Background: an optimization exercise with open tools, aiming at small area, a short achievable clock period and few clock cycles per item. Do not read the settings as production practice. The RTL was checked by simulation tests, not by an equivalence proof against the original design. The flow treats the clock pin as an ideal source. Dropping or thinning the clock tree relies on that and would not hold on a real chip.

// main
module main(output [95:0] out,output reg [95:0]fec,output reg [15:0]crc,output reg status,input data,clock,start);
    reg [4:0]  c;        
    reg [31:0] m;        
    reg [15:0] R;        
    wire cz = (c[3:0] == 4'd0);
    always @(posedge clock, posedge start) begin
        if (start) begin
            c      <= 5'd0;
            status <= 1'b0;
        end else begin
            c <= {c[3:0], c[4] ^ c[2] ^ cz};
            if (c[4] && cz) status <= 1'b1;
        end
    end
    wire ns = ~status;
    wire [31:0] m_d;
    genvar j;
    generate
        for (j = 0; j < 32; j = j + 1) begin : gm
            hold2 hm(m_d[j], status, ns, m[j], j == 31 ? data : m[(j + 1) % 32]);
        end
    endgenerate
    always @(posedge clock) m <= m_d;
    wire fb = R[15] ^ data;
    wire [15:0] Rn = {R[14]^fb, R[13:2], R[1]^fb, R[0], fb};
    wire [15:0] R_d;
    generate
        for (j = 0; j < 16; j = j + 1) begin : gr
            hold3 hr(R_d[j], status, ns, R[j], Rn[j], start);
        end
    endgenerate
    always @(posedge clock) R <= R_d;
    wire [47:0] u = {R[0],R[1],R[2],R[3],R[4],R[5],R[6],R[7],
                     R[8],R[9],R[10],R[11],R[12],R[13],R[14],R[15], m};
    wire [47:0] p, hi, lo;
    assign p[0] = u[0];
    assign hi[1:0] = u[1:0];
    assign lo[0] = u[0];
    assign lo[1] = p[1];
  ...
==> flow/config.mk <==
export PLATFORM = sky130hd
export DESIGN_NAME = main
export DESIGN_NICKNAME = main
export VERILOG_FILES = /design/flow/design.v
export SDC_FILE = /design/flow/constraint.sdc
export NUM_CORES = 4
export LEC_CHECK = 0
export CAP_MARGIN = 20
export CORE_MARGIN = 2
export CORE_UTILIZATION = 65
export SLEW_MARGIN = 20
export SYNTH_HIERARCHICAL = 1
export SYNTH_MINIMUM_KEEP_SIZE = 0
==> flow/constraint.sdc <==
create_clock -name core_clock -period 6.0 [get_ports {clock}]
set_input_delay 1.2000 -clock core_clock [delete_from_list [all_inputs] [get_ports {clock}]]
set_output_delay 1.2000 -clock core_clock [all_outputs]
set_load 0.01 [all_outputs]
standard.sh (not shown) runs the stock make flow with config.mk's settings and CLKGATE_MAP_FILE= SYNTH_SCRIPT=/design/flow/synth_recipe.tcl, a recipe that flattens the netlist after the stock synthesis.
==> flow/flow/run.sh <==
#!/bin/bash
# Standard ORFS layout (the standard.sh, unchanged synthesis) with:
#  - port buffers made from the smallest plain buffer instead of a delay cell;
#  - a flat one-level clock distribution (flow/clk.tcl) instead of an H-tree;
#  - two passes: the first pass's routed, extracted layout plans gate upsizing
#    (flow/plan.tcl, flow/size.tcl), and the second pass redoes CTS onwards with it.
set -euo pipefail
args=('BUFFER_PORTS_ARGS=-buffer_cell sky130_fd_sc_hd__buf_1' "PRE_CTS_TCL=$PWD/flow/clk.tcl")
R=orfs/results/sky130hd/main/base
L=orfs/logs/sky130hd/main/base
rm -f sizes.txt
bash standard.sh "${args[@]}" finish > pass1_flow.log 2>&1
openroad -no_init -exit flow/plan.tcl > plan.log 2>&1
mkdir -p pass1
cp -r "$L" pass1/logs
cp "$R/6_final.odb" pass1/
rm -f "$R"/4_* "$R"/5_* "$R"/6_* out/final.def
bash standard.sh "${args[@]}" finish > pass2_flow.log 2>&1
==> flow/flow/size.tcl <==
proc sz_area {} {
  set a 0
  foreach i [get_cells *] {
    set lc [get_lib_cells -quiet [get_property $i ref_name]]
    if {$lc ne ""} { set a [expr {$a + [get_property $lc area]}] }
  }
  return $a
}
proc sz_family {ref} {
  if {![regexp {^(sky130_fd_sc_hd__\w+?)_(\d+)$} $ref -> base sz]} { return {} }
  set out {}
  foreach lc [get_lib_cells -quiet ${base}_*] {
    set n [get_name $lc]
    if {[lsearch $::env(DONT_USE_CELLS) $n] >= 0} continue
    if {[regexp "^${base}_(\\d+)\$" $n -> s2] && $s2 > $sz} { lappend out [list $n $s2] }
  }
  return [lsort -integer -index 1 $out]
}
proc sz_carea {ref} { return [get_property [get_lib_cells $ref] area] }
set sz_period [expr {[info exists ::env(FLOW_PERIOD_NS)] ? $::env(FLOW_PERIOD_NS) : 6.0}]
set sz_A [sz_area]
set sz_best [expr {($sz_period - [worst_slack -max]) * $sz_A}]
set sz_bestn 0
set sz_done {}
puts "size: start period [expr {$sz_period - [worst_slack -max]}] area $sz_A"
for {set it 0} {$it < 200} {incr it} {
  set pe [lindex [find_timing_paths -path_delay max -group_path_count 1 -sort_by_slack] 0]
  set ep [get_property $pe endpoint]
  set s0 [get_property $ep slack_max]
  set cands {}
  foreach pt [get_property $pe points] {
    set pin [get_property $pt pin]
    if {[string first / [get_full_name $pin]] < 0} continue
    lappend cands [get_full_name [get_cells -of_objects $pin]]
  }
  set pick {}; set rate 0
  foreach c [lsort -unique $cands] {
    set cell [get_cells $c]
    set ref [get_property $cell ref_name]
    foreach f [sz_family $ref] {
      set n [lindex $f 0]
      replace_cell $cell $n
      set g [expr {[get_property $ep slack_max] - $s0}]
      set da [expr {[sz_carea $n] - [sz_carea $ref]}]
      replace_cell $cell $ref
      if {$da > 0 && $g > 0 && $g / $da > $rate} { set rate [expr {$g / $da}]; set pick [list $c $ref $n $da] }
    }
  }
  if {$pick eq ""} break
  replace_cell [get_cells [lindex $pick 0]] [lindex $pick 2]
  set sz_A [expr {$sz_A + [lindex $pick 3]}]
  lappend sz_done $pick
  set sc [expr {($sz_period - [worst_slack -max]) * $sz_A}]
  if {$sc < $sz_best} { set sz_best $sc; set sz_bestn [llength $sz_done] }
}
# undo the moves after the best state
for {set i [expr {[llength $sz_done] - 1}]} {$i >= $sz_bestn} {incr i -1} {
  set d [lindex $sz_done $i]
  replace_cell [get_cells [lindex $d 0]] [lindex $d 1]
}
set f [open $::sz_out w]
foreach d [lrange $sz_done 0 [expr {$sz_bestn - 1}]] {
  puts "size: [lindex $d 0] [lindex $d 1] -> [lindex $d 2]"
  puts $f [list [lindex $d 0] [lindex $d 2]]
}
close $f
puts "size: kept $sz_bestn of [llength $sz_done] moves; period [expr {$sz_period - [worst_slack -max]}] area [sz_area]"
Other scripts of this flow, unchanged in this note and not shown: flow/flow/clk.tcl, flow/flow/plan.tcl
Testbench counts at the start, summed over its fixed seeds: cycles 16,896, messages 512.
Next try:
==> flow/flow/run.sh (replaced) <==
#!/bin/bash
# Standard ORFS layout (the standard.sh, unchanged synthesis) with:
#  - port buffers made from the smallest plain buffer instead of a delay cell;
#  - a flat one-level clock distribution (flow/clk.tcl) instead of an H-tree;
#  - three passes: after each of the first two, the routed, extracted layout
#    plans more gate upsizing (flow/plan.tcl, flow/size.tcl, appended to
#    sizes.txt), and the next pass redoes CTS onwards with all of it.
set -euo pipefail
args=('BUFFER_PORTS_ARGS=-buffer_cell sky130_fd_sc_hd__buf_1' "PRE_CTS_TCL=$PWD/flow/clk.tcl")
R=orfs/results/sky130hd/main/base
L=orfs/logs/sky130hd/main/base
rm -f sizes.txt
bash standard.sh "${args[@]}" finish > pass1_flow.log 2>&1
for p in 1 2; do
  openroad -no_init -exit flow/plan.tcl > plan$p.log 2>&1
  mkdir -p pass$p
  cp -r "$L" pass$p/logs
  cp "$R/6_final.odb" pass$p/
  rm -f "$R"/4_* "$R"/5_* "$R"/6_* out/final.def
  bash standard.sh "${args[@]}" finish > pass$((p + 1))_flow.log 2>&1
done
--- a/flow/flow/size.tcl
+++ b/flow/flow/size.tcl
@@ -60,3 +60,3 @@
 }
-set f [open $::sz_out w]
+set f [open $::sz_out a]
 foreach d [lrange $sz_done 0 [expr {$sz_bestn - 1}]] {
What happened: Worst setup slack is better by 6.6 ps; first-iteration DRC count rises by about 0.9%; cell area hardly moves; utilization rises by 0.11 points; area after synthesis stays the same; via count hardly moves; critical path depth does not change; routed wire length does not change; die area does not change; register-to-register slack hardly moves; maximum frequency is about the same.
In every run of this note, the design's own scripts or RTL, not TritonCTS, make the clock network.

[port drivers added, routing unchanged]
How much do the figures lean on ideal ports? The routed layouts below were timed once more, with nothing changed but the port constraints.
Step 1 sets driving cells, clkbuf_16 on the clock port and buf_2 on the other inputs (assumed; they add their load-dependent delay and slew).
Step 2 times the ports against the registers' clock, not the clock port: input delays grow and output delays shrink by t, the midpoint of the rising clock arrivals with the driver on.
Slacks: ideal / step 1 / step 2; pairs: ideal / step 1.
run | shift t [ns] | setup WS [ns] | hold slack, ns | worst slew at a driven data input, ns
the first run | 0.205 | 3.398 / 3.351 / 3.556 | 0.404 / 0.404 / 0.404 | 0.03
the second run | 0.205 | 3.405 / 3.358 / 3.562 | 0.404 / 0.404 / 0.404 | 0.03
After both steps every run listed still meets setup and hold.
